From an optimization exercise on the open Yosys and OpenROAD flow, aimed at small area, a short achievable clock period and few clock cycles per item; shortcuts taken in it are not production practice. Function was checked by simulation only, so behaviour that the tests miss may differ from the original.

===== flow/constraint.sdc =====
create_clock -name core_clock -period 15.0 [get_ports {clk}]
set_input_delay 3.0000 -clock core_clock [delete_from_list [all_inputs] [get_ports {clk}]]
set_output_delay 3.0000 -clock core_clock [all_outputs]
set_load 0.01 [all_outputs]

===== flow/design.v =====
module  pu_mul#(
    parameter INPUT_WD1      = 20,
    parameter INPUT_WD2      = 16,
    parameter OUTPUT_WD      = 36
)(
    input   signed [INPUT_WD1  -1 : 0]     op1_i ,
    input          [INPUT_WD2  -1 : 0]     op2_i ,
    output  signed [OUTPUT_WD  -1 : 0]     mul_o  
);
    wire signed  [INPUT_WD2 : 0]                 op2_w;
    assign op2_w = {1'b0, op2_i};
    assign mul_o = op1_i * op2_w;
   endmodule
module  pu_hbm_pipe #(
    parameter HBM_IN_WD         = 20    ,
    parameter HBM_PARAM_WD     = 16     ,  
    parameter HBM_MUL_WD       = 36    , 
    parameter HBM_OUT_WD        = 8     ,
    parameter PE_COL_NUM        = 32    
)(
    input                                                                  clk                         ,
    input                                                                  rstn                        ,
    input                                                                   hbm_vld_i                   ,
    output                                                                  hbm_rdy_o                   ,   
    input  [4 -1 : 0]                                                       layer_cnt_i                 ,
    input    [6                                    -1: 0]                   pu_hbm_shift_i              ,        
    input                                                                   pu_prelu_en_i               ,              
    input    [HBM_IN_WD * PE_COL_NUM               -1: 0]                  conv_oc0_i                  ,   
    input    [HBM_IN_WD * PE_COL_NUM               -1: 0]                  conv_oc1_i                  ,   
    input    [HBM_IN_WD * PE_COL_NUM               -1: 0]                  conv_oc2_i                  ,   
    input    [HBM_IN_WD * PE_COL_NUM               -1: 0]                  conv_oc3_i                  ,   
    input    [HBM_PARAM_WD                         -1: 0]                  hbm_para_oc0_i              ,
    input    [HBM_PARAM_WD                         -1: 0]                  hbm_para_oc1_i              ,
    input    [HBM_PARAM_WD                         -1: 0]                  hbm_para_oc2_i              ,
    input    [HBM_PARAM_WD                         -1: 0]                  hbm_para_oc3_i              ,  
    output                                                                  hbm_vld_o                   ,
    input                                                                   hbm_rdy_i                   ,
    output   [HBM_OUT_WD  * PE_COL_NUM              -1: 0]                 hbm_oc0_o                   ,
    output   [HBM_OUT_WD  * PE_COL_NUM              -1: 0]                 hbm_oc1_o                   ,
    output   [HBM_OUT_WD  * PE_COL_NUM              -1: 0]                 hbm_oc2_o                   ,
    output   [HBM_OUT_WD  * PE_COL_NUM              -1: 0]                 hbm_oc3_o               
);
    wire    [HBM_MUL_WD * PE_COL_NUM                 -1: 0]          hbm_mul_oc0_w            ;
    wire    [HBM_MUL_WD * PE_COL_NUM                 -1: 0]          hbm_mul_oc1_w            ;
    wire    [HBM_MUL_WD * PE_COL_NUM                 -1: 0]          hbm_mul_oc2_w            ;
    wire    [HBM_MUL_WD * PE_COL_NUM                 -1: 0]          hbm_mul_oc3_w            ;
    reg     [HBM_IN_WD * PE_COL_NUM               -1: 0]             prelu_mux_c_0_w                 ;
    reg     [HBM_IN_WD * PE_COL_NUM               -1: 0]             prelu_mux_c_1_w                 ;
    reg     [HBM_IN_WD * PE_COL_NUM               -1: 0]             prelu_mux_c_2_w                 ;
    reg     [HBM_IN_WD * PE_COL_NUM               -1: 0]             prelu_mux_c_3_w                 ;
    reg     [HBM_IN_WD * PE_COL_NUM               -1: 0]             pipe_00_c_0_dat_r              ;
    reg     [HBM_IN_WD * PE_COL_NUM               -1: 0]             pipe_00_c_1_dat_r              ; 
    reg     [HBM_IN_WD * PE_COL_NUM               -1: 0]             pipe_00_c_2_dat_r              ; 
    reg     [HBM_IN_WD * PE_COL_NUM               -1: 0]             pipe_00_c_3_dat_r              ;                                                                
    wire    [HBM_MUL_WD * PE_COL_NUM                 -1: 0]          pipe_0_c_0_dat_w                ;
    wire    [HBM_MUL_WD * PE_COL_NUM                 -1: 0]          pipe_0_c_1_dat_w                ;
    wire    [HBM_MUL_WD * PE_COL_NUM                 -1: 0]          pipe_0_c_2_dat_w                ;
    wire    [HBM_MUL_WD * PE_COL_NUM                 -1: 0]          pipe_0_c_3_dat_w                ;
    reg     [HBM_MUL_WD * PE_COL_NUM                 -1: 0]          pipe_0_c_0_dat_r                ;
    reg     [HBM_MUL_WD * PE_COL_NUM                 -1: 0]          pipe_0_c_1_dat_r                ;
    reg     [HBM_MUL_WD * PE_COL_NUM                 -1: 0]          pipe_0_c_2_dat_r                ;
    reg     [HBM_MUL_WD * PE_COL_NUM                 -1: 0]          pipe_0_c_3_dat_r                ;
    wire    [HBM_MUL_WD * PE_COL_NUM                 -1: 0]          pipe_1_c_0_dat_w                ;
    wire    [HBM_MUL_WD * PE_COL_NUM                 -1: 0]          pipe_1_c_1_dat_w                ;
    wire    [HBM_MUL_WD * PE_COL_NUM                 -1: 0]          pipe_1_c_2_dat_w                ;
    wire    [HBM_MUL_WD * PE_COL_NUM                 -1: 0]          pipe_1_c_3_dat_w                ;
    reg     [HBM_MUL_WD * PE_COL_NUM                 -1: 0]          pipe_1_c_0_dat_r                ;
    reg     [HBM_MUL_WD * PE_COL_NUM                 -1: 0]          pipe_1_c_1_dat_r                ;
    reg     [HBM_MUL_WD * PE_COL_NUM                 -1: 0]          pipe_1_c_2_dat_r                ;
    reg     [HBM_MUL_WD * PE_COL_NUM                 -1: 0]          pipe_1_c_3_dat_r                ;
    wire    [HBM_OUT_WD * PE_COL_NUM                 -1: 0]          pipe_2_c_0_dat_w                ;
    wire    [HBM_OUT_WD * PE_COL_NUM                 -1: 0]          pipe_2_c_1_dat_w                ;
    wire    [HBM_OUT_WD * PE_COL_NUM                 -1: 0]          pipe_2_c_2_dat_w                ;
    wire    [HBM_OUT_WD * PE_COL_NUM                 -1: 0]          pipe_2_c_3_dat_w                ;
    reg     [HBM_OUT_WD * PE_COL_NUM                 -1: 0]          pipe_2_c_0_dat_r                ;
    reg     [HBM_OUT_WD * PE_COL_NUM                 -1: 0]          pipe_2_c_1_dat_r                ;
    reg     [HBM_OUT_WD * PE_COL_NUM                 -1: 0]          pipe_2_c_2_dat_r                ;
    reg     [HBM_OUT_WD * PE_COL_NUM                 -1: 0]          pipe_2_c_3_dat_r                ;
genvar i;
generate 
    for(i = 0; i < PE_COL_NUM; i = i + 1)begin:IN_MUX_0_3
        always @(*)begin
            if(pu_prelu_en_i)begin
                prelu_mux_c_0_w[PE_COL_NUM * HBM_IN_WD - 1 - i * HBM_IN_WD -: HBM_IN_WD] = conv_oc0_i[PE_COL_NUM * HBM_IN_WD - 1 - i * HBM_IN_WD -: 1] ? 'd0 : conv_oc0_i[PE_COL_NUM * HBM_IN_WD - 1 - i * HBM_IN_WD -: HBM_IN_WD];
                prelu_mux_c_1_w[PE_COL_NUM * HBM_IN_WD - 1 - i * HBM_IN_WD -: HBM_IN_WD] = conv_oc1_i[PE_COL_NUM * HBM_IN_WD - 1 - i * HBM_IN_WD -: 1] ? 'd0 : conv_oc1_i[PE_COL_NUM * HBM_IN_WD - 1 - i * HBM_IN_WD -: HBM_IN_WD];
                prelu_mux_c_2_w[PE_COL_NUM * HBM_IN_WD - 1 - i * HBM_IN_WD -: HBM_IN_WD] = conv_oc2_i[PE_COL_NUM * HBM_IN_WD - 1 - i * HBM_IN_WD -: 1] ? 'd0 : conv_oc2_i[PE_COL_NUM * HBM_IN_WD - 1 - i * HBM_IN_WD -: HBM_IN_WD];
                prelu_mux_c_3_w[PE_COL_NUM * HBM_IN_WD - 1 - i * HBM_IN_WD -: HBM_IN_WD] = conv_oc3_i[PE_COL_NUM * HBM_IN_WD - 1 - i * HBM_IN_WD -: 1] ? 'd0 : conv_oc3_i[PE_COL_NUM * HBM_IN_WD - 1 - i * HBM_IN_WD -: HBM_IN_WD];
            end
            else begin
                prelu_mux_c_0_w[PE_COL_NUM * HBM_IN_WD - 1 - i * HBM_IN_WD -: HBM_IN_WD] = conv_oc0_i[PE_COL_NUM * HBM_IN_WD - 1 - i * HBM_IN_WD -: HBM_IN_WD];
                prelu_mux_c_1_w[PE_COL_NUM * HBM_IN_WD - 1 - i * HBM_IN_WD -: HBM_IN_WD] = conv_oc1_i[PE_COL_NUM * HBM_IN_WD - 1 - i * HBM_IN_WD -: HBM_IN_WD];
                prelu_mux_c_2_w[PE_COL_NUM * HBM_IN_WD - 1 - i * HBM_IN_WD -: HBM_IN_WD] = conv_oc2_i[PE_COL_NUM * HBM_IN_WD - 1 - i * HBM_IN_WD -: HBM_IN_WD];
                prelu_mux_c_3_w[PE_COL_NUM * HBM_IN_WD - 1 - i * HBM_IN_WD -: HBM_IN_WD] = conv_oc3_i[PE_COL_NUM * HBM_IN_WD - 1 - i * HBM_IN_WD -: HBM_IN_WD];
             end
        end
    end
endgenerate
generate 
    for(i = 0; i < PE_COL_NUM; i = i + 1)begin:OC0
        pu_mul #(
            .INPUT_WD1(HBM_IN_WD       ),
            .INPUT_WD2(HBM_PARAM_WD    ),
            .OUTPUT_WD(HBM_MUL_WD      )
        )
        pu_relu_mul_oc0(
            .op1_i(pipe_00_c_0_dat_r[PE_COL_NUM * HBM_IN_WD - 1 - i * HBM_IN_WD -: HBM_IN_WD]                  ) ,
            .op2_i(hbm_para_oc0_i                                                                       ) ,       
            .mul_o(hbm_mul_oc0_w[PE_COL_NUM * HBM_MUL_WD - 1 - i * HBM_MUL_WD -: HBM_MUL_WD]            )
        );
        assign pipe_0_c_0_dat_w[PE_COL_NUM * HBM_MUL_WD - 1 - i * HBM_MUL_WD -: HBM_MUL_WD] = hbm_mul_oc0_w[PE_COL_NUM * HBM_MUL_WD - 1 - i * HBM_MUL_WD -: HBM_MUL_WD] ;
    end
endgenerate
generate 
    for(i = 0; i < PE_COL_NUM; i = i + 1)begin:OC1
        pu_mul #(
            .INPUT_WD1(HBM_IN_WD       ),
            .INPUT_WD2(HBM_PARAM_WD    ),
            .OUTPUT_WD(HBM_MUL_WD      )
        )
        pu_relu_mul_oc1(
            .op1_i(pipe_00_c_1_dat_r[PE_COL_NUM * HBM_IN_WD - 1 - i * HBM_IN_WD -: HBM_IN_WD]                  ) ,
            .op2_i(hbm_para_oc1_i                                                                       ) ,       
            .mul_o(hbm_mul_oc1_w[PE_COL_NUM * HBM_MUL_WD - 1 - i * HBM_MUL_WD -: HBM_MUL_WD]            )
        );
        assign pipe_0_c_1_dat_w[PE_COL_NUM * HBM_MUL_WD - 1 - i * HBM_MUL_WD -: HBM_MUL_WD] = hbm_mul_oc1_w[PE_COL_NUM * HBM_MUL_WD - 1 - i * HBM_MUL_WD -: HBM_MUL_WD] ;
    end
endgenerate
generate 
    for(i = 0; i < PE_COL_NUM; i = i + 1)begin:OC2
        pu_mul #(
            .INPUT_WD1(HBM_IN_WD       ),
            .INPUT_WD2(HBM_PARAM_WD    ),
            .OUTPUT_WD(HBM_MUL_WD      )
        )
        pu_relu_mul_oc2(
            .op1_i(pipe_00_c_2_dat_r[PE_COL_NUM * HBM_IN_WD - 1 - i * HBM_IN_WD -: HBM_IN_WD]                  ) ,
            .op2_i(hbm_para_oc2_i                                                                       ) ,       
            .mul_o(hbm_mul_oc2_w[PE_COL_NUM * HBM_MUL_WD - 1 - i * HBM_MUL_WD -: HBM_MUL_WD]            )
        );
        assign pipe_0_c_2_dat_w[PE_COL_NUM * HBM_MUL_WD - 1 - i * HBM_MUL_WD -: HBM_MUL_WD] =  hbm_mul_oc2_w[PE_COL_NUM * HBM_MUL_WD - 1 - i * HBM_MUL_WD -: HBM_MUL_WD] ;
    end
endgenerate
generate 
    for(i = 0; i < PE_COL_NUM; i = i + 1)begin:OC3
        pu_mul #(
            .INPUT_WD1(HBM_IN_WD       ),
            .INPUT_WD2(HBM_PARAM_WD    ),
            .OUTPUT_WD(HBM_MUL_WD      )
        )
        pu_relu_mul_oc3(
            .op1_i(pipe_00_c_3_dat_r[PE_COL_NUM * HBM_IN_WD - 1 - i * HBM_IN_WD -: HBM_IN_WD]                  ) ,
            .op2_i(hbm_para_oc3_i                                                                       ) ,       
            .mul_o(hbm_mul_oc3_w[PE_COL_NUM * HBM_MUL_WD - 1 - i * HBM_MUL_WD -: HBM_MUL_WD]            )
        );
        assign pipe_0_c_3_dat_w[PE_COL_NUM * HBM_MUL_WD - 1 - i * HBM_MUL_WD -: HBM_MUL_WD] =   hbm_mul_oc3_w[PE_COL_NUM * HBM_MUL_WD - 1 - i * HBM_MUL_WD -: HBM_MUL_WD] ; 
    end
endgenerate
wire      pipe_00_vld_w ;
reg       pipe_00_vld_r ;
wire      pipe_00_rdy_w ;
wire      pipe_0_vld_w ;
reg       pipe_0_vld_r ;
wire      pipe_0_rdy_w ;
wire      pipe_1_vld_w ;
reg       pipe_1_vld_r ;
wire      pipe_1_rdy_w ;
wire      pipe_2_vld_w ;
reg       pipe_2_vld_r ;
wire      pipe_2_rdy_w ;
wire      pipe_3_vld_w ;
wire      pipe_3_rdy_w ;
assign hbm_rdy_o     = pipe_00_rdy_w ;
assign pipe_00_vld_w = hbm_vld_i     ;
always @(posedge clk or negedge rstn)begin
    if(~rstn)begin
        pipe_00_vld_r <= 1'b0;
    end
    else if(pipe_00_rdy_w)begin
        pipe_00_vld_r <= pipe_00_vld_w;
    end
end
assign pipe_00_rdy_w = ~pipe_0_vld_w | pipe_0_rdy_w ;
assign pipe_0_vld_w  = pipe_00_vld_r ;
always @(posedge clk or negedge rstn)begin
    if(~rstn)begin
        pipe_0_vld_r <= 1'b0;
    end
    else if(pipe_0_rdy_w)begin
        pipe_0_vld_r <= pipe_0_vld_w ;
    end
end
assign pipe_0_rdy_w = ~pipe_1_vld_w | pipe_1_rdy_w ;
assign pipe_1_vld_w = pipe_0_vld_r ;
always @(posedge clk or negedge rstn)begin
    if(~rstn)begin
        pipe_1_vld_r <= 1'b0;
    end
    else if(pipe_1_rdy_w)begin
        pipe_1_vld_r <= pipe_1_vld_w ;
    end
end
assign pipe_1_rdy_w = ~pipe_2_vld_w | pipe_2_rdy_w ;
assign pipe_2_vld_w = pipe_1_vld_r ;
always @(posedge clk or negedge rstn)begin
    if(~rstn)begin
        pipe_2_vld_r <= 1'b0;
    end
    else if(pipe_2_rdy_w)begin
        pipe_2_vld_r <= pipe_2_vld_w ;
    end
end
assign pipe_2_rdy_w = ~pipe_3_vld_w | pipe_3_rdy_w ;
assign pipe_3_vld_w = pipe_2_vld_r ;
assign hbm_vld_o    = pipe_3_vld_w ;
assign pipe_3_rdy_w = hbm_rdy_i    ;
always @(posedge clk)begin
    if(pipe_00_vld_w & pipe_00_rdy_w)
    begin
            pipe_00_c_0_dat_r <= prelu_mux_c_0_w ;
            pipe_00_c_1_dat_r <= prelu_mux_c_1_w ; 
            pipe_00_c_2_dat_r <= prelu_mux_c_2_w ; 
            pipe_00_c_3_dat_r <= prelu_mux_c_3_w ; 
    end
end
always @(posedge clk)begin
    if(pipe_0_vld_w & pipe_0_rdy_w)
    begin
            pipe_0_c_0_dat_r <= pipe_0_c_0_dat_w ;
            pipe_0_c_1_dat_r <= pipe_0_c_1_dat_w ; 
            pipe_0_c_2_dat_r <= pipe_0_c_2_dat_w ; 
            pipe_0_c_3_dat_r <= pipe_0_c_3_dat_w ; 
    end
end
generate 
    for(i = 0 ; i < PE_COL_NUM ; i = i + 1 ) begin : Shift_C_0
        ArithmeticShift#(
            .DATA_WD(HBM_MUL_WD   )            
        ) shift_c0_u
        (
            .data_i (pipe_0_c_0_dat_r[PE_COL_NUM * HBM_MUL_WD - 1 - i * HBM_MUL_WD -: HBM_MUL_WD]),
            .shift_i(pu_hbm_shift_i                                                              ),
            .data_o (pipe_1_c_0_dat_w[PE_COL_NUM * HBM_MUL_WD - 1 - i * HBM_MUL_WD -: HBM_MUL_WD])
        );
    end
endgenerate
generate 
    for(i = 0 ; i < PE_COL_NUM ; i = i + 1 ) begin : Shift_C_1
        ArithmeticShift#(
            .DATA_WD(HBM_MUL_WD   )            
        )shift_c1_u
        (
            .data_i (pipe_0_c_1_dat_r[PE_COL_NUM * HBM_MUL_WD - 1 - i * HBM_MUL_WD -: HBM_MUL_WD]),
            .shift_i(pu_hbm_shift_i                                                              ),
            .data_o (pipe_1_c_1_dat_w[PE_COL_NUM * HBM_MUL_WD - 1 - i * HBM_MUL_WD -: HBM_MUL_WD])
        );
    end
endgenerate
generate 
    for(i = 0 ; i < PE_COL_NUM ; i = i + 1 ) begin : Shift_C_2
        ArithmeticShift#(
            .DATA_WD(HBM_MUL_WD   )           
        )shift_c2_u
        (
            .data_i (pipe_0_c_2_dat_r[PE_COL_NUM * HBM_MUL_WD - 1 - i * HBM_MUL_WD -: HBM_MUL_WD]),
            .shift_i(pu_hbm_shift_i                                                              ),
            .data_o (pipe_1_c_2_dat_w[PE_COL_NUM * HBM_MUL_WD - 1 - i * HBM_MUL_WD -: HBM_MUL_WD])
        );
    end
endgenerate
generate 
    for(i = 0 ; i < PE_COL_NUM ; i = i + 1 ) begin : Shift_C_3
        ArithmeticShift#(
            .DATA_WD(HBM_MUL_WD   )            
        ) shift_c3_u
        (
            .data_i (pipe_0_c_3_dat_r[PE_COL_NUM * HBM_MUL_WD - 1 - i * HBM_MUL_WD -: HBM_MUL_WD]),
            .shift_i(pu_hbm_shift_i                                                              ),
            .data_o (pipe_1_c_3_dat_w[PE_COL_NUM * HBM_MUL_WD - 1 - i * HBM_MUL_WD -: HBM_MUL_WD])
        );
    end
endgenerate
    wire    [HBM_MUL_WD * PE_COL_NUM                 -1: 0]          pipe_1_c_0_sub_dat_w                ;
    wire    [HBM_MUL_WD * PE_COL_NUM                 -1: 0]          pipe_1_c_1_sub_dat_w                ;
    wire    [HBM_MUL_WD * PE_COL_NUM                 -1: 0]          pipe_1_c_2_sub_dat_w                ;
    wire    [HBM_MUL_WD * PE_COL_NUM                 -1: 0]          pipe_1_c_3_sub_dat_w                ;
generate 
    for(i = 0 ; i < PE_COL_NUM ; i = i + 1 ) begin : SUB_C_0_3
        assign pipe_1_c_0_sub_dat_w[PE_COL_NUM * HBM_MUL_WD - 1 - i * HBM_MUL_WD -: HBM_MUL_WD] = layer_cnt_i == 4'd4 ? $signed(pipe_1_c_0_dat_w[PE_COL_NUM * HBM_MUL_WD - 1 - i * HBM_MUL_WD -: HBM_MUL_WD]) - $signed('d128) : $signed(pipe_1_c_0_dat_w[PE_COL_NUM * HBM_MUL_WD - 1 - i * HBM_MUL_WD -: HBM_MUL_WD]) - $signed('d128);
        assign pipe_1_c_1_sub_dat_w[PE_COL_NUM * HBM_MUL_WD - 1 - i * HBM_MUL_WD -: HBM_MUL_WD] = layer_cnt_i == 4'd4 ? $signed(pipe_1_c_1_dat_w[PE_COL_NUM * HBM_MUL_WD - 1 - i * HBM_MUL_WD -: HBM_MUL_WD]) - $signed('d128) : $signed(pipe_1_c_1_dat_w[PE_COL_NUM * HBM_MUL_WD - 1 - i * HBM_MUL_WD -: HBM_MUL_WD]) - $signed('d128);
        assign pipe_1_c_2_sub_dat_w[PE_COL_NUM * HBM_MUL_WD - 1 - i * HBM_MUL_WD -: HBM_MUL_WD] = layer_cnt_i == 4'd4 ? $signed(pipe_1_c_2_dat_w[PE_COL_NUM * HBM_MUL_WD - 1 - i * HBM_MUL_WD -: HBM_MUL_WD]) - $signed('d128) : $signed(pipe_1_c_2_dat_w[PE_COL_NUM * HBM_MUL_WD - 1 - i * HBM_MUL_WD -: HBM_MUL_WD]) - $signed('d128);
        assign pipe_1_c_3_sub_dat_w[PE_COL_NUM * HBM_MUL_WD - 1 - i * HBM_MUL_WD -: HBM_MUL_WD] = layer_cnt_i == 4'd4 ? $signed(pipe_1_c_3_dat_w[PE_COL_NUM * HBM_MUL_WD - 1 - i * HBM_MUL_WD -: HBM_MUL_WD]) - $signed('d128) : $signed(pipe_1_c_3_dat_w[PE_COL_NUM * HBM_MUL_WD - 1 - i * HBM_MUL_WD -: HBM_MUL_WD]) - $signed('d128);
    end
endgenerate
always @(posedge clk)begin
    if(pipe_1_vld_w & pipe_1_rdy_w)
    begin
        pipe_1_c_0_dat_r <= pipe_1_c_0_sub_dat_w ;
        pipe_1_c_1_dat_r <= pipe_1_c_1_sub_dat_w ;
        pipe_1_c_2_dat_r <= pipe_1_c_2_sub_dat_w ;
        pipe_1_c_3_dat_r <= pipe_1_c_3_sub_dat_w ;
    end
end
generate
    for(i = 0 ; i < PE_COL_NUM ; i = i + 1)begin:Clip_C_0_3
        ArithmeticClip#(
            .DATA_WD(HBM_MUL_WD )      ,
            .CLIP_WD(HBM_OUT_WD ) 
        )clip_c0_u
        (
            .data_i(pipe_1_c_0_dat_r[PE_COL_NUM * HBM_MUL_WD - 1 - i * HBM_MUL_WD -: HBM_MUL_WD]),
            .data_o(pipe_2_c_0_dat_w[PE_COL_NUM * HBM_OUT_WD - 1 - i * HBM_OUT_WD -: HBM_OUT_WD])
        );
        ArithmeticClip#(
            .DATA_WD(HBM_MUL_WD )      ,
            .CLIP_WD(HBM_OUT_WD ) 
        )clip_c1_u
        (
            .data_i(pipe_1_c_1_dat_r[PE_COL_NUM * HBM_MUL_WD - 1 - i * HBM_MUL_WD -: HBM_MUL_WD]),
            .data_o(pipe_2_c_1_dat_w[PE_COL_NUM * HBM_OUT_WD - 1 - i * HBM_OUT_WD -: HBM_OUT_WD])
        );
        ArithmeticClip#(
            .DATA_WD(HBM_MUL_WD )      ,
            .CLIP_WD(HBM_OUT_WD ) 
        )clip_c2_u
        (
            .data_i(pipe_1_c_2_dat_r[PE_COL_NUM * HBM_MUL_WD - 1 - i * HBM_MUL_WD -: HBM_MUL_WD]),
            .data_o(pipe_2_c_2_dat_w[PE_COL_NUM * HBM_OUT_WD - 1 - i * HBM_OUT_WD -: HBM_OUT_WD])
        );
        ArithmeticClip#(
            .DATA_WD(HBM_MUL_WD )      ,
            .CLIP_WD(HBM_OUT_WD ) 
        )clip_c3_u
        (
            .data_i(pipe_1_c_3_dat_r[PE_COL_NUM * HBM_MUL_WD - 1 - i * HBM_MUL_WD -: HBM_MUL_WD]),
            .data_o(pipe_2_c_3_dat_w[PE_COL_NUM * HBM_OUT_WD - 1 - i * HBM_OUT_WD -: HBM_OUT_WD])
        );
    end
endgenerate
always @(posedge clk)begin
    if(pipe_2_vld_w & pipe_2_rdy_w)
    begin
        pipe_2_c_0_dat_r <= pipe_2_c_0_dat_w ;
        pipe_2_c_1_dat_r <= pipe_2_c_1_dat_w ;
        pipe_2_c_2_dat_r <= pipe_2_c_2_dat_w ;
        pipe_2_c_3_dat_r <= pipe_2_c_3_dat_w ;
    end
end
assign hbm_oc0_o = pipe_2_c_0_dat_r ;
assign hbm_oc1_o = pipe_2_c_1_dat_r ;
assign hbm_oc2_o = pipe_2_c_2_dat_r ;
assign hbm_oc3_o = pipe_2_c_3_dat_r ;
endmodule
module ArithmeticShift#(
    parameter DATA_WD  =  32            ,
    parameter SHIFT_WD = $clog2(DATA_WD)
)
(
    input  signed   [DATA_WD - 1 : 0]   data_i ,
    input           [SHIFT_WD -1 : 0]   shift_i,
    output signed  [DATA_WD - 1 : 0]   data_o
);
    wire signed  [DATA_WD - 1 : 0] data_w ;
    wire signed  [DATA_WD - 1 : 0] sft_dat_w [SHIFT_WD - 1 : 0] ;
    assign data_w = data_i + $signed(1<<(shift_i - 'd1));
    genvar i ;
    generate 
    for(i = 0 ; i  < SHIFT_WD ; i = i + 1)begin: sft_levl
        if(i ==0)begin
            assign sft_dat_w[0] = shift_i[0] ? (data_w >>> (1<<i)) : data_w ;
        end
        else begin
            assign sft_dat_w[i] = shift_i[i] ? ( sft_dat_w[i - 1] >>> (1<<i) ) : sft_dat_w[i - 1 ];
        end
    end
    endgenerate
    assign data_o = sft_dat_w[SHIFT_WD - 1] ;
endmodule
module ArithmeticClip#(
    parameter DATA_WD  =  32            ,
    parameter CLIP_WD  =  8 
)
(
    input    [DATA_WD - 1 : 0]   data_i ,
    output   [CLIP_WD - 1 : 0]   data_o
);
    wire    [CLIP_WD - 1 : 0]   pos_clip_data_w ;
    wire    [CLIP_WD - 1 : 0]   neg_clip_data_w ;
    assign neg_clip_data_w =  (& data_i[DATA_WD - 2 : CLIP_WD - 1]) ? {1'b1 , data_i[CLIP_WD - 2 : 0]} : 8'b10000000 ;
    assign pos_clip_data_w =  (| data_i[DATA_WD - 2 : CLIP_WD - 1]) ? 8'b01111111 : {1'b0 , data_i[CLIP_WD - 2 : 0]} ;
    assign data_o = data_i[DATA_WD - 1] ? neg_clip_data_w : pos_clip_data_w ;
endmodule
module pu_hbm_top #(
    parameter PE_COL_NUM = 2
)(
    input                            clk            ,
    input                            rstn           ,
    input                            hbm_vld_i      ,
    output                           hbm_rdy_o      ,
    input   [5:0]                    pu_hbm_shift_i ,
    input                            pu_prelu_en_i  ,
    input   [20 * PE_COL_NUM -1: 0]  conv_oc0_i     ,
    input   [20 * PE_COL_NUM -1: 0]  conv_oc1_i     ,
    input   [20 * PE_COL_NUM -1: 0]  conv_oc2_i     ,
    input   [20 * PE_COL_NUM -1: 0]  conv_oc3_i     ,
    input   [15:0]                   hbm_para_oc0_i ,
    input   [15:0]                   hbm_para_oc1_i ,
    input   [15:0]                   hbm_para_oc2_i ,
    input   [15:0]                   hbm_para_oc3_i ,
    output                           hbm_vld_o      ,
    input                            hbm_rdy_i      ,
    output  [8 * PE_COL_NUM -1: 0]   hbm_oc0_o      ,
    output  [8 * PE_COL_NUM -1: 0]   hbm_oc1_o      ,
    output  [8 * PE_COL_NUM -1: 0]   hbm_oc2_o      ,
    output  [8 * PE_COL_NUM -1: 0]   hbm_oc3_o
);
pu_hbm_pipe #(
    .HBM_IN_WD    (20         ),
    .HBM_PARAM_WD (16         ),
    .HBM_MUL_WD   (36         ),
    .HBM_OUT_WD   (8          ),
    .PE_COL_NUM   (PE_COL_NUM )
) u_hbm (
    .clk            (clk            ),
    .rstn           (rstn           ),
    .hbm_vld_i      (hbm_vld_i      ),
    .hbm_rdy_o      (hbm_rdy_o      ),
    .layer_cnt_i    (4'd0           ),
    .pu_hbm_shift_i (pu_hbm_shift_i ),
    .pu_prelu_en_i  (pu_prelu_en_i  ),
    .conv_oc0_i     (conv_oc0_i     ),
    .conv_oc1_i     (conv_oc1_i     ),
    .conv_oc2_i     (conv_oc2_i     ),
    .conv_oc3_i     (conv_oc3_i     ),
    .hbm_para_oc0_i (hbm_para_oc0_i ),
    .hbm_para_oc1_i (hbm_para_oc1_i ),
    .hbm_para_oc2_i (hbm_para_oc2_i ),
    .hbm_para_oc3_i (hbm_para_oc3_i ),
    .hbm_vld_o      (hbm_vld_o      ),
    .hbm_rdy_i      (hbm_rdy_i      ),
    .hbm_oc0_o      (hbm_oc0_o      ),
    .hbm_oc1_o      (hbm_oc1_o      ),
    .hbm_oc2_o      (hbm_oc2_o      ),
    .hbm_oc3_o      (hbm_oc3_o      )
);
endmodule

===== flow/run.sh =====
#!/bin/bash
# synth_recipe.tcl (not shown) runs the flow's synth.tcl, then flattens the netlist and writes it again
# the make line also repeats each setting of config.mk as NAME=value (left out here)
make -C /OpenROAD-flow-scripts/flow DESIGN_CONFIG=/design/flow/config.mk WORK_HOME=/design/flow/orfs CLKGATE_MAP_FILE= SYNTH_SCRIPT=/design/flow/synth_recipe.tcl finish

===== flow/config.mk =====
export PLATFORM = sky130hd
export DESIGN_NAME = pu_hbm_top
export DESIGN_NICKNAME = pu_hbm_top
export VERILOG_FILES = /design/flow/design.v
export SDC_FILE = /design/flow/constraint.sdc
export NUM_CORES = 4
export LEC_CHECK = 0
export CAP_MARGIN = 20
export CORE_MARGIN = 2
export CORE_UTILIZATION = 35
export PLACE_DENSITY = 0.45
export SLEW_MARGIN = 20

==> run notes <==
die area 0.487 mm2; setup bufs post-CTS 0; Boundary Pins 301; num rows 254; largest family of logic cells by synthesized area adder cells; CTS tree built; Final TNS setup 0 ps; area of placed instances 0.179 mm2; H-tree depth 3; DRT Pass-1 Iters 9; Hold Crit Endpoint u_hbm.pipe_0_vld_r; WL per Instance between 20 and 30 um; fill count 49.6k; PostCTS Resize Cnt 0; worst r2r src u_hbm.pipe_00_c_3_dat_r[6]; largest net degree at the start of global routing ~140; worst reg2reg setup slack 6900 ps; Synth cell types 129; Hold Fails Final Rpt 0; core footprint approximately 0.48 mm2; Worst Skew roughly 120 ps; clk slew on worst S/H paths 60 ps; vias per inst 5.72; Multi-input gate area 0.129 mm2; Post-Layout Cell Count 25.6k; DRT iter0 DRCs approximately 16k; Synth Area in Adders 0.374; synthesis-to-layout area growth 8.60%; Die Width 698 um; Final Util 0.382; root buf cell clkbuf_16; Clock Latency Late Sink 970 ps; initial antenna violation count 64; Die Y 698 um; first-pass GRT wire length 1070000 um; WL final approximately 740000 um; Reg2Reg Capture Point u_hbm.pipe_0_c_3_dat_r[35]; Final #Nets 22.9k; Final setup viols 0; TritonCTS buffer count 114; Final period util 0.823; critical path type in -> reg; Crit path required time around 16000 ps; HPWL after DPL 581000 um; register area roughly 0.024 mm2; fin crit period around 12000 ps; grt ovf 0; Worst-Margin Slew 1330 ps; hold buffers post-CTS 0; clk sinks around 800; Highest Clock Rate 0.0810 GHz; # placed instances 25.4k; crit path launch type primary input; Mapped Area ~0.17 mm2; number of nets with antenna violations after routing 0; Port Buf Inserts 300; Hold Crit Start u_hbm.pipe_00_vld_r; worst-path maximum fanout 42; Hold WC Path Type reg -> reg; R2R depth 27; Max Slew Vio Count 0; EDFF count, synth 800; CTS Buffer Depth 4; multiplexer area fraction after synthesis 0.0266; simple-gate share of the synthesized area 0.184; post-synthesis sequential area ratio 0.143; Max Cap Viol 0; vias in the first global route 145k; post-synth net total 23.0k; DR DRC count 0; fraction of final layout cells sized beyond drive strength 1 0.0552; slew margin rel. 0.0881; Top FF cell, synth edfxtp_1; run status no timing/DRC/antenna violations; ys async rst share 0.00498; Post-Synth XOR/XNOR Area 0.0356; critical path endpoint category register; worst hold slack 491 ps; RSZ-0062 raised after global routing no; Starting Density 0.352; number of cells produced by synthesis 19.3k; cell area after layout 0.183 mm2; CP arrival about 13000 ps; Total GRT Usage 0.300; gpl congestion 1.05; Seq cells post-synth 804; Synthesis Warnings 2; hold path cells 1; synthesized area per cell 8.72 um2; Synth Area in Compound Gates 0.145; DR vias ~150k
[Yosys cell counts, types with 76 or more instances]
cell / number / area share
o22ai_1: 76 / 0.0028
o31ai_1: 83 / 0.0037
nand3_1: 324 / 0.0096
inv_1: 3057 / 0.068
mux2_2: 83 / 0.0056
a31oi_1: 114 / 0.0042
o21bai_1: 90 / 0.0040
a221oi_1: 82 / 0.0043
o211ai_1: 141 / 0.0063
and2_1: 1342 / 0.050
edfxtp_1: 800 / 0.14
o21ai_0: 645 / 0.019
nand2_1: 2391 / 0.053
a211oi_1: 201 / 0.0090
a21o_1: 325 / 0.014
nor2_1: 905 / 0.020
nor4_1: 153 / 0.0057
nor2b_1: 87 / 0.0032
clkbuf_1: 901 / 0.020
xnor2_1: 458 / 0.024
a21oi_1: 807 / 0.024
xor2_1: 217 / 0.011
buf_1: 81 / 0.0018
nor3_1: 299 / 0.0089
a21boi_0: 84 / 0.0037
or3_1: 116 / 0.0043
ha_1: 969 / 0.072
fa_1: 2536 / 0.30
mux2i_1: 200 / 0.012
and3_1: 125 / 0.0046
nand2b_1: 93 / 0.0035
nand4_1: 207 / 0.0077
o21a_1: 104 / 0.0046
[routing by layer]
layer  GRT usage  part of all wire  vias to the layer above
li1            -                 -                    63790
met1       0.437              0.46                    74586
met2       0.425              0.40                     6795
met3      0.0668             0.091                     1338
met4       0.126             0.050                       34
met5     0.00353           0.00073                        -
[critical path, cell delays in order]
cell      delay [ps]
buf_8            260
inv_8            210
ha_1             440
xnor2_2          750
nand2_1          460
nor2_4           990
ha_1             560
a21oi_1          220
o21ai_0          140
a21oi_1          320
o21ai_0          160
a21oi_1          370
o21ai_0          150
buf_4            180
a311oi_1         850
xor2_1           380
nor2_1           120
o41ai_1          920
o21ai_0          190
a221oi_1         510
ha_1             280
nand3_1          180
nor4b_2          540
and2_1           360
nand3_1          130
xnor2_1          160
[kinds of logic (layout without fill, tap and decap cells)]
kind of cell    Yosys count  after routing
compound gates         3567           3567
xor+xnor                679            679
fa+ha+maj              3510           3510
buf+inv                4087           3987
flops                   804            804
mux                     352            352
other cells               0             37
simple gates           6301           6301
[worst max path at each step]
| stage | endpoint | depth (start not counted) | slack, ps | startpoint |
|---|---|---|---|---|
| 3_3_place_gp | u_hbm.pipe_1_c_0_dat_r[61] | 26 | 1960 | pu_hbm_shift_i[0] |
| 5_1_grt | u_hbm.pipe_1_c_0_dat_r[61] | 26 | 2560 | pu_hbm_shift_i[0] |
| 6_report | u_hbm.pipe_1_c_0_dat_r[61] | 26 | 2660 | pu_hbm_shift_i[0] |
| 2_1_floorplan | u_hbm.pipe_1_c_3_dat_r[64] | 38 | 1430 | pu_hbm_shift_i[0] |
| 4_1_cts | u_hbm.pipe_1_c_0_dat_r[35] | 26 | 3210 | pu_hbm_shift_i[0] |
| 3_5_place_dp | u_hbm.pipe_1_c_0_dat_r[35] | 26 | 2250 | pu_hbm_shift_i[0] |
[placed cells by master, fill, tap and decap left out, types with 141 or more instances in the layout]
cell type	instances
inv_1	3055
fa_1	2536
nand2_1	2381
and2_1	1339
ha_1	969
nor2_1	839
a21oi_1	806
edfxtp_1	800
o21ai_0	641
xnor2_1	456
buf_4	420
a21o_1	325
nand3_1	324
nor3_1	293
clkdlybuf4s50_1	276
xor2_1	216
nand4_1	207
a211oi_1	199
mux2i_1	199
nor4_1	151
o211ai_1	141
[sequential cells by signal, summed over array words and instances (netlist names)]
| register | flops |
|---|---|
| u_hbm.pipe_00_c_0_dat_r | 40 |
| u_hbm.pipe_00_c_1_dat_r | 40 |
| u_hbm.pipe_00_c_2_dat_r | 40 |
| u_hbm.pipe_00_c_3_dat_r | 40 |
| u_hbm.pipe_00_vld_r | 1 |
| u_hbm.pipe_0_c_0_dat_r | 72 |
| u_hbm.pipe_0_c_1_dat_r | 72 |
| u_hbm.pipe_0_c_2_dat_r | 72 |
| u_hbm.pipe_0_c_3_dat_r | 72 |
| u_hbm.pipe_0_vld_r | 1 |
| u_hbm.pipe_1_c_0_dat_r | 72 |
| u_hbm.pipe_1_c_1_dat_r | 72 |
| u_hbm.pipe_1_c_2_dat_r | 72 |
| u_hbm.pipe_1_c_3_dat_r | 72 |
| u_hbm.pipe_1_vld_r | 1 |
| u_hbm.pipe_2_c_0_dat_r | 16 |
| u_hbm.pipe_2_c_1_dat_r | 16 |
| u_hbm.pipe_2_c_2_dat_r | 16 |
| u_hbm.pipe_2_c_3_dat_r | 16 |
| u_hbm.pipe_2_vld_r | 1 |
[stage by stage]
stage,setup slack (ps)
floorplan,1430
global placement,1960
detailed placement,2250
CTS,3210
global route,2560
finish,2660
[area by class of cell]
type	instances	share of cell area
tap	6400	0.0438
sequential	804	0.132
inverter	3062	0.0630
multi-input combinational	14409	0.707
clock inverter	71	0.00396
antenna	37	0.000506
timing repair buffer	725	0.0339
clock buffer	129	0.0161
Testbench counts, summed over its fixed seeds: cycles 4,224, items 4,096.

## what the ideal ports hide
No port has a modelled driver above. Below, the same layout with a new extraction and two added sets of constraints. Step 1: set_driving_cell puts a clkbuf_16 on clk and a buf_2 on each other input, an assumption about the parent block. Step 2 also shifts input and output timing later by t, the mid clock arrival at the registers, as if the neighbouring blocks saw the same clock. a / b / c = no drivers / after step 1 / after step 2; a / b = the first two.
t (ns): 1.029
setup WS [ns]: 2.660 / 2.695 / 1.666
hold slack, ns: 0.491 / 0.491 / 0.491
After both steps this run still meets setup and hold. For this run, drivers alone change the setup slack by +0.035 ns; drivers and shift together by -0.994 ns.
